Context: an optimization exercise on an open-source flow, tuned for small area. The choices shown serve that exercise and are no tape-out recipe.
Where RTL was checked, it was by simulation tests only, not by an equivalence proof against the original.
No activity file was given, so power comes from the tool's default toggle rates.

before:
==> flow/design.v <==
module calc(input wire clk,
            input wire btnac,
            input wire btnl,
            input wire btnr,
            input wire btnc,
            input wire btnd,
            input wire [15:0] sw,
            output wire [15:0] led);
    reg [15:0] acc;
    reg        btnc_d;
    reg [4:0]  cnt;
    reg        s7;       
    reg        cf;       
    assign led = acc;
    wire press = btnc & ~btnc_d;
    wire act   = press | (cnt != 5'd0);
    wire [1:0] hL, hC, hR, hYE, hCE, hP, hNN;
    wire fill, mul;
    calc_ctrl u_ctrl (.op({btnl, btnr, btnd}), .sw(sw[15:0]), .k(cnt[4:1]), .ph(cnt[0]),
                      .act(act), .clr_n(~btnac), .a(acc[15]),
                      .hL(hL), .hC(hC), .hR(hR), .hYE(hYE), .hCE(hCE), .hP(hP), .hNN(hNN),
                      .fill(fill), .mul(mul));
    wire [15:0] ge;
    calc_therm u_therm (.k(cnt[4:1]), .mul(mul), .ge(ge));
    wire [16:0] cn;      
    wire [15:0] nxt;
    wire c8n;
    assign cn[0] = ~hP[0];
    assign cn[8] = ~((cf & ~btnac) | hP[1]);
    genvar i;
    for (i = 0; i < 16; i = i + 1) begin : g_bit
        localparam integer H = i / 8;
        wire con;
        calc_bit u_bit (.xl((i == 0) ? 1'b0 : (i == 8) ? s7 : acc[i-1]), .xc(acc[i]),
                        .xr((i == 15) ? fill : acc[i+1]),
                        .sl(hL[H]), .sc(hC[H]), .sr(hR[H]), .b(sw[i]), .g(ge[i]), .ye(hYE[H]),
                        .cin_n(cn[i]), .nn(hNN[H]), .gn((i == 15) ? 1'b0 : ge[i+1]), .ce(hCE[H]),
                        .p(hP[H]), .q(nxt[i]), .cout_n(con));
        if (i == 7) begin : g_c7
            assign c8n = ~con;
        end else if (i != 15) begin : g_c
            assign cn[i+1] = con;
        end
    end
    always @(posedge clk) begin
        btnc_d <= btnc;
        s7 <= acc[7];
        cf <= c8n;
        if (btnac) cnt <= 5'd0;
        else if (act) cnt <= cnt + 5'd1;
        acc <= nxt;
    end
endmodule
module calc_ctrl(input wire [2:0] op, input wire [15:0] sw, input wire [3:0] k,
                 input wire ph, act, clr_n, a,
                 output wire [1:0] hL, hC, hR, hYE, hCE, hP, hNN,
                 output wire fill, output wire mul);
    wire l = op[2], r = op[1], d = op[0];
    wire big = |sw[15:5];
    wire n4  = sw[4];
    wire [3:0] nl = sw[3:0];
    wire kz   = (k == 4'd0);
    wire k1   = (k == 4'd1);
    wire k2   = (k == 4'd2);
    wire k_lt = k < nl;
    wire k_le = k <= nl;
    wire sh      = ~l & ~r;
    wire lsr     = sh & ~d;
    wire lsl     = sh & d;
    wire addsub  = ~l & r;
    wire sub     = addsub & d;
    assign mul   = l & ~r & ~d;
    wire logic_  = l & (r | d);
    wire nn      = l & (r ^ d);
    wire nor_    = l & ~r & d;
    wire clr  = sh & (big | (d & n4));
    wire fst  = lsr & ~big & n4 & kz;                  
    wire R    = lsr & ~big & (n4 ? (~kz & k_le) : k_lt);
    wire L    = mul | (lsl & ~big & ~n4 & k_lt);
    wire YE   = (mul & a) | (addsub & k1) | (logic_ & kz);
    wire CE   = (mul & a) | (addsub & k1);
    wire P    = (sub & (kz | k2)) | (nor_ & kz) | (fst & a);
    wire NN   = nn & kz;
    assign fill = a & ~n4;
    wire run = act & clr_n;
    wire lo  = run & ~ph;
    wire hi  = run & ph;
    wire nc  = clr | fst | L | R;
    assign hL  = {hi & L,  lo & L};
    assign hR  = {hi & R,  lo & R};
    assign hC  = {clr_n & ~(hi & nc), clr_n & ~(lo & nc)};
    assign hYE = {hi & YE, lo & YE};
    assign hCE = {hi & CE, lo & CE};
    assign hP  = {hi & P,  lo & P};
    assign hNN = {hi & NN, lo & NN};
endmodule
module calc_therm(input wire [3:0] k, input wire mul, output wire [15:0] ge);
    wire [3:0] kp = k | {4{~mul}};
    wire [3:0] t2 = {kp[1] & kp[0], kp[1], kp[1] | kp[0], 1'b1};
    wire [7:0] t3 = {t2 & {4{kp[2]}}, t2 | {4{kp[2]}}};
    assign ge = {t3 & {8{kp[3]}}, t3 | {8{kp[3]}}};
endmodule
module calc_bit(input wire xl, xc, xr, sl, sc, sr, b, g, ye, cin_n, nn, gn, ce, p,
                output wire q, cout_n);
    wire xn = ~((sl & xl) | (sc & xc) | (sr & xr));
    wire yn = ~(b & g & ye);
    wire sn = xn ^ yn ^ cin_n;
    wire con = (xn & yn) | (xn & cin_n) | (yn & cin_n);
    assign q = nn ? con : ~sn;
    assign cout_n = ~((~con & gn & ce) | p);
endmodule
clock: 10.0 ns
lec_check: 0
abc_area: 0
abc_clock_period_in_ps: 10000
cap_margin: 20
core_margin: 2
core_utilization: 60
cts_buf_list: sky130_fd_sc_hd__clkbuf_8
slew_margin: 20
synth_hierarchical: 1
synth_minimum_keep_size: 0
standard.sh (not shown) runs the stock make flow with config.mk's settings and CLKGATE_MAP_FILE= SYNTH_SCRIPT=/design/flow/synth_recipe.tcl, a recipe that flattens the netlist after the stock synthesis.
==> flow/flow/run.sh <==
#!/bin/bash
# Standard layout, with two changes: the port buffers are the smallest
# buffer cell, and after floorplan every combinational cell gets the smallest
# drive strength that keeps timing (flow/downsize.tcl).
export BUFFER_PORTS_ARGS="-buffer_cell sky130_fd_sc_hd__buf_1"
export POST_FLOORPLAN_TCL="$PWD/flow/downsize.tcl"
bash standard.sh > standard.log 2>&1
==> flow/flow/downsize.tcl <==
# Run at the end of floorplan: give every combinational cell the smallest
# drive strength of its kind (drive 1) unless that lowers the worst setup
# slack by more than 20 ps.
set base_ws [sta::worst_slack_cmd max]
set n 0
foreach inst [get_cells *] {
  set ref [get_property $inst ref_name]
  if {![regexp {^(sky130_fd_sc_hd__[a-z0-9]+)_([0-9]+)$} $ref -> base drv]} { continue }
  if {[regexp {df|dl|clk|tap|fill|decap|conb|buf|inv} $base]} { continue }
  if {$drv <= 1} { continue }
  set cand [get_lib_cells -quiet */${base}_1]
  if {[llength $cand] == 0} { continue }
  replace_cell $inst [lindex $cand 0]
  if {[sta::worst_slack_cmd max] < $base_ws - 20e-12} {
    replace_cell $inst [lindex [get_lib_cells */$ref] 0]
  } else {
    incr n
  }
}
puts "downsize: $n cells set to drive 1, worst slack [sta::worst_slack_cmd max] (was $base_ws)"
before was carried through to the last stage, and its layout satisfied the timing, DRC and antenna checks.
> inputs changed (before -> after)
diff --git a/flow/design.v b/flow/design.v
--- a/flow/design.v
+++ b/flow/design.v
@@ -22,24 +22,24 @@
                       .fill(fill), .mul(mul));
     wire [15:0] ge;
     calc_therm u_therm (.k(cnt[4:1]), .mul(mul), .ge(ge));
-    wire [16:0] cn;      
+    wire [16:0] c;
     wire [15:0] nxt;
     wire c8n;
-    assign cn[0] = ~hP[0];
-    assign cn[8] = ~((cf & ~btnac) | hP[1]);
+    assign c[0] = hP[0];
+    assign c[8] = (cf & ~btnac) | hP[1];
     genvar i;
     for (i = 0; i < 16; i = i + 1) begin : g_bit
         localparam integer H = i / 8;
-        wire con;
+        wire cn;
         calc_bit u_bit (.xl((i == 0) ? 1'b0 : (i == 8) ? s7 : acc[i-1]), .xc(acc[i]),
                         .xr((i == 15) ? fill : acc[i+1]),
                         .sl(hL[H]), .sc(hC[H]), .sr(hR[H]), .b(sw[i]), .g(ge[i]), .ye(hYE[H]),
-                        .cin_n(cn[i]), .nn(hNN[H]), .gn((i == 15) ? 1'b0 : ge[i+1]), .ce(hCE[H]),
-                        .p(hP[H]), .q(nxt[i]), .cout_n(con));
+                        .ci(c[i]), .nn(hNN[H]), .gn((i == 15) ? 1'b0 : ge[i+1]), .ce(hCE[H]),
+                        .p(hP[H]), .q(nxt[i]), .cn(cn));
         if (i == 7) begin : g_c7
-            assign c8n = ~con;
+            assign c8n = cn;
         end else if (i != 15) begin : g_c
-            assign cn[i+1] = con;
+            assign c[i+1] = cn;
         end
     end
     always @(posedge clk) begin
@@ -95,17 +95,18 @@
     assign hNN = {hi & NN, lo & NN};
 endmodule
 module calc_therm(input wire [3:0] k, input wire mul, output wire [15:0] ge);
-    wire [3:0] kp = k | {4{~mul}};
-    wire [3:0] t2 = {kp[1] & kp[0], kp[1], kp[1] | kp[0], 1'b1};
-    wire [7:0] t3 = {t2 & {4{kp[2]}}, t2 | {4{kp[2]}}};
-    assign ge = {t3 & {8{kp[3]}}, t3 | {8{kp[3]}}};
+    wire [3:0] kp = mul ? k : 4'd15;
+    genvar i;
+    for (i = 0; i < 16; i = i + 1) begin : g_ge
+        assign ge[i] = (kp >= i);
+    end
 endmodule
-module calc_bit(input wire xl, xc, xr, sl, sc, sr, b, g, ye, cin_n, nn, gn, ce, p,
-                output wire q, cout_n);
-    wire xn = ~((sl & xl) | (sc & xc) | (sr & xr));
-    wire yn = ~(b & g & ye);
-    wire sn = xn ^ yn ^ cin_n;
-    wire con = (xn & yn) | (xn & cin_n) | (yn & cin_n);
-    assign q = nn ? con : ~sn;
-    assign cout_n = ~((~con & gn & ce) | p);
+module calc_bit(input wire xl, xc, xr, sl, sc, sr, b, g, ye, ci, nn, gn, ce, p,
+                output wire q, cn);
+    wire x = (sl & xl) | (sc & xc) | (sr & xr);
+    wire y = b & g & ye;
+    wire s = x ^ y ^ ci;
+    wire co = (x & y) | (x & ci) | (y & ci);
+    assign q = nn ? ~co : s;
+    assign cn = (co & gn & ce) | p;
 endmodule
[summary]
The non-clock buffer count number comes out higher for before vs after.
Looking at post-synthesis instance area, after sits about 3.7% above before.
Comparing after and before, the higher sequential share of layout area is on before.
Going from before to after, setup slack now smaller, via count higher, logic gate share of total power higher, total met3 wirelength after detailed routing lost 93 um.
Going from before to after, power consumption shrank by a few percent.
Horizontal die dimension grows slightly when moving from before to after.
For before, only the layout was checked, not whether the RTL still works.

* * *

## trial 59
Another version of the RTL of calc (not shown whole).
Size: ~240 cells after synthesis, ~38 I/O pins, about 0.0020 mm2 of cells after synthesis.
==> module calc, before the edit <==
module calc(input wire clk,
            input wire btnac,
            input wire btnl,
            input wire btnr,
            input wire btnc,
            input wire btnd,
            input wire [15:0] sw,
            output wire [15:0] led);
    reg [15:0] acc;
    reg        btnc_d;
    reg [4:0]  cnt;
    reg        s7;       
    reg        cf;       
    assign led = acc;
    wire press = btnc & ~btnc_d;
    wire act   = press | (cnt != 5'd0);
    wire [1:0] hL, hC, hR, hYE, hP, hNN;
    wire CE, fill, mul, lsl;
    wire [2:0] op = {btnl, btnr, btnd};
    wire clr_n = ~btnac;
    wire a = acc[15];
    wire l = op[2], r = op[1], d = op[0];
    wire [3:0] k = cnt[4:1];
    wire ph  = cnt[0];
    wire big = |sw[15:5];
    wire kz  = (k == 4'd0);
    wire k1  = (k == 4'd1);
    wire k2  = (k == 4'd2);
    wire sh      = ~l & ~r;
    assign lsl   = sh & d;
    wire addsub  = ~l & r;
    wire sub     = addsub & d;
    assign mul   = l & ~r & ~d;
    wire logic_  = l & (r | d);
    wire nn      = l & (r ^ d);
    wire nor_    = l & ~r & d;
    wire [5:0] lt;
    assign lt[0] = 1'b0;
    genvar j;
    for (j = 0; j < 5; j = j + 1) begin : g_lt
        assign lt[j+1] = (~cnt[j] & sw[j]) | (~cnt[j] & lt[j]) | (sw[j] & lt[j]);
    end
    wire shgo = big | lt[5];
    wire R    = sh & ~d & shgo;
    wire L    = mul | (lsl & shgo);
    wire YE   = (mul & a & (k[3] | ~ph)) | (addsub & k1) | (logic_ & kz);
    assign CE = (mul & a) | (addsub & k1);
    wire P    = (sub & (kz | k2)) | (nor_ & kz);
    wire NN   = nn & kz;
    assign fill = a & ~cnt[4];
    wire run = act & clr_n;
    wire lo  = run & (sh | ~ph);
    wire hi  = run & (sh | ph);
    assign hL  = {hi & L,  lo & L};
    assign hR  = {run & R, run & R};
    assign hC  = {clr_n & ~(hi & (L | R)), clr_n & ~(lo & (L | R))};
    assign hYE = {hi & YE, lo & YE};
    assign hP  = {hi & P,  lo & P};
    assign hNN = {hi & NN, lo & NN};
    wire [3:0] t2 = {k[1] & k[0], k[1], k[1] | k[0], 1'b1};
    wire [7:0] t3 = {t2 & {4{k[2]}}, t2 | {4{k[2]}}};
    wire mf = ~mul | (k[3] & ~ph);
    wire [7:0] m = t3 | {8{mf}};
    wire m8 = ~mul | k[3];           
    wire [16:0] cn;      
    wire [15:0] nxt;
    wire c8n;
    assign cn[0] = ~hP[0];
    assign cn[8] = ~((cf & ~btnac) | hP[1]);
    genvar i;
    for (i = 0; i < 16; i = i + 1) begin : g_bit
        localparam integer H = i / 8;
        wire con;
        calc_bit u_bit (.xl((i == 0) ? hR[0] : (i == 8) ? (l ? s7 : acc[7]) : acc[i-1]), .xc(acc[i]),
                        .xr((i == 15) ? fill : acc[i+1]),
                        .sl(hL[H]), .sc(hC[H]), .sr(hR[H]), .b(sw[i]), .g((i % 8 == 0) ? hYE[H] : m[i % 8]), .ye(hYE[H]),
                        .cin_n(cn[i]), .nn(hNN[H]), .gn((i == 15) ? m[7] : (i == 7) ? m8 : m[(i + 1) % 8]), .ce(CE),
                        .p(hP[H]), .q(nxt[i]), .cout_n(con));
        if (i == 7) begin : g_c7
            assign c8n = ~con;
        end else if (i != 15) begin : g_c
            assign cn[i+1] = con;
        end
    end
    always @(posedge clk) begin
        btnc_d <= btnc;
        s7 <= acc[7];
        cf <= c8n;
        if (btnac) cnt <= 5'd0;
        else if (act) cnt <= cnt + 5'd1;
        acc <= nxt;
    end
endmodule
Settings: LEC_CHECK=0, ABC_AREA=0, ABC_CLOCK_PERIOD_IN_PS=10000, CAP_MARGIN=0, CORE_MARGIN=2, CORE_UTILIZATION=60, CTS_BUF_LIST=sky130_fd_sc_hd__clkbuf_8, GPL_TIMING_DRIVEN=0, SLEW_MARGIN=0, SYNTH_HIERARCHICAL=1, SYNTH_MINIMUM_KEEP_SIZE=0; clock period 10.0 ns.
==> flow/flow/run.sh <==
#!/bin/bash
# Standard layout, with three changes: the port buffers are the smallest
# buffer cell, after floorplan every combinational cell gets the smallest
# drive strength that keeps timing (flow/downsize.tcl), and clock tree
# synthesis uses clkbuf_8 without a dummy load.
export BUFFER_PORTS_ARGS="-buffer_cell sky130_fd_sc_hd__buf_1"
export POST_FLOORPLAN_TCL="$PWD/flow/downsize.tcl"
export CTS_ARGS="-sink_clustering_enable -repair_clock_nets -dont_use_dummy_load -buf_list sky130_fd_sc_hd__clkbuf_8"
bash standard.sh > standard.log 2>&1
==> flow/flow/downsize.tcl <==
# Run at the end of floorplan: give every combinational cell the smallest
# drive strength of its kind (drive 1) unless that lowers the worst setup
# slack below 1 ns (or by more than 20 ps if it is already below).
# Buffers from synthesis go first; the resizer buffers what needs it later.
remove_buffers
set base_ws [sta::worst_slack_cmd max]
set n 0
foreach inst [get_cells *] {
  set ref [get_property $inst ref_name]
  if {![regexp {^(sky130_fd_sc_hd__[a-z0-9]+)_([0-9]+)$} $ref -> base drv]} { continue }
  if {[regexp {df|dl|clk|tap|fill|decap|conb|buf|inv} $base]} { continue }
  if {$drv <= 1} { continue }
  set cand [get_lib_cells -quiet */${base}_1]
  if {[llength $cand] == 0} { continue }
  replace_cell $inst [lindex $cand 0]
  if {[sta::worst_slack_cmd max] < min($base_ws - 20e-12, 1.0e-9)} {
    replace_cell $inst [lindex [get_lib_cells */$ref] 0]
  } else {
    incr n
  }
}
puts "downsize: $n cells set to drive 1, worst slack [sta::worst_slack_cmd max] (was $base_ws)"
Trial 59 closes out successfully: all stages finished, all timing, DRC and antenna checks passed.
Edits applied to the flow inputs when going from trial 59 to trial 38:
-- flow/design.v --
<<< trial 59, line 41
        assign lt[j+1] = (~cnt[j] & sw[j]) | (~cnt[j] & lt[j]) | (sw[j] & lt[j]);
    end
    wire shgo = big | lt[5];
    wire R    = sh & ~d & shgo;
    wire L    = mul | (lsl & shgo);
>>> trial 38, line 41
        assign lt[j+1] = (~cnt[j] & sw[j]) | (~cnt[j] & lt[j]) | (sw[j] & lt[j]);
    end
    wire shgo = ~big & lt[5];
    wire clr  = sh & (big | (d & sw[4]));
    wire R    = sh & ~d & shgo;
    wire L    = mul | (lsl & shgo);
<<< trial 59, line 52
    wire lo  = run & (sh | ~ph);
    wire hi  = run & (sh | ph);
    assign hL  = {hi & L,  lo & L};
    assign hR  = {run & R, run & R};
    assign hC  = {clr_n & ~(hi & (L | R)), clr_n & ~(lo & (L | R))};
    assign hYE = {hi & YE, lo & YE};
    assign hP  = {hi & P,  lo & P};
>>> trial 38, line 53
    wire lo  = run & (sh | ~ph);
    wire hi  = run & (sh | ph);
    wire nc  = clr | L | R;
    assign hL  = {hi & L,  lo & L};
    assign hR  = {hi & R,  lo & R};
    assign hC  = {clr_n & ~(hi & nc), clr_n & ~(lo & nc)};
    assign hYE = {hi & YE, lo & YE};
    assign hP  = {hi & P,  lo & P};
<<< trial 59, line 72
        localparam integer H = i / 8;
        wire con;
        calc_bit u_bit (.xl((i == 0) ? hR[0] : (i == 8) ? (l ? s7 : acc[7]) : acc[i-1]), .xc(acc[i]),
                        .xr((i == 15) ? fill : acc[i+1]),
                        .sl(hL[H]), .sc(hC[H]), .sr(hR[H]), .b(sw[i]), .g((i % 8 == 0) ? hYE[H] : m[i % 8]), .ye(hYE[H]),
>>> trial 38, line 74
        localparam integer H = i / 8;
        wire con;
        calc_bit u_bit (.xl((i == 0) ? hR[0] : (i == 8) ? (lsl ? acc[7] : s7) : acc[i-1]), .xc(acc[i]),
                        .xr((i == 15) ? fill : acc[i+1]),
                        .sl(hL[H]), .sc(hC[H]), .sr(hR[H]), .b(sw[i]), .g((i % 8 == 0) ? hYE[H] : m[i % 8]), .ye(hYE[H]),
[summary]
Both conditions hold for trial 38: the flow ran to the end and the final layout passed the timing, DRC and antenna checks.
Taking trial 59 as the reference, in trial 38 switching portion of total power moved down, number of cell instances on the worst register-to-register path moved up, worst setup slack moved up.
In trial 38 relative to trial 59, cell area after placement had gone down by a few percent.
Side by side, met1 layer wirelength in the final routing turned out lower in trial 38 than in trial 59.
[trial 38] slew at the pin closest to its max-slew limit fell 300 ps relative to trial 59
Delta (trial 38 minus trial 59): combinational power share decreased by 5.2 points relative to the old numbers, final area went down about 4%, critical path depth +7.1%.
Via count of the first global-routing pass is higher on trial 59
Compared with trial 59, trial 38 shows global-route usage over all layers lower by 2.1 points.
Between trial 38 and trial 59, it is trial 38 whose tightest hold margin is lower, by 7.3 ps.
Diff trial 59 -> trial 38 | share of the clock period used by the worst path | decrease of 1.3 points
Function not checked in trial 59: the RTL went through the layout flow alone.

==> afterwards: timing with drivers on the ports <==
The flow's constraints put no driver on any port. The routed layouts listed below were extracted and timed again, unchanged, in two steps.
Step 1 sets driving cells, clkbuf_16 on the clock port and buf_2 on the other inputs (assumed; they add their load-dependent delay and slew).
Step 2 also shifts input and output timing later by t, the mid clock arrival at the registers, as if the neighbouring blocks saw the same clock.
Three values: ideal ports, drivers, drivers and shift; two values: the first two.
| run | t, ns | setup slack, ns | clock arrival spread, ns | slew at the worst register clock pin (ns) |
|---|---|---|---|---|
| before | 0.291 | 1.303 / 1.310 / 1.018 | 0.007 / 0.007 | 0.09 / 0.09 |
| after | 0.288 | 1.103 / 1.104 / 0.816 | 0.002 / 0.002 | 0.08 / 0.08 |
| trial 59 | 0.287 | 1.125 / 1.124 / 0.836 | 0.002 / 0.001 | 0.09 / 0.09 |
| trial 38 | 0.293 | 1.254 / 1.259 / 0.965 | 0.002 / 0.001 | 0.08 / 0.08 |
After both steps every run listed still meets setup and hold.
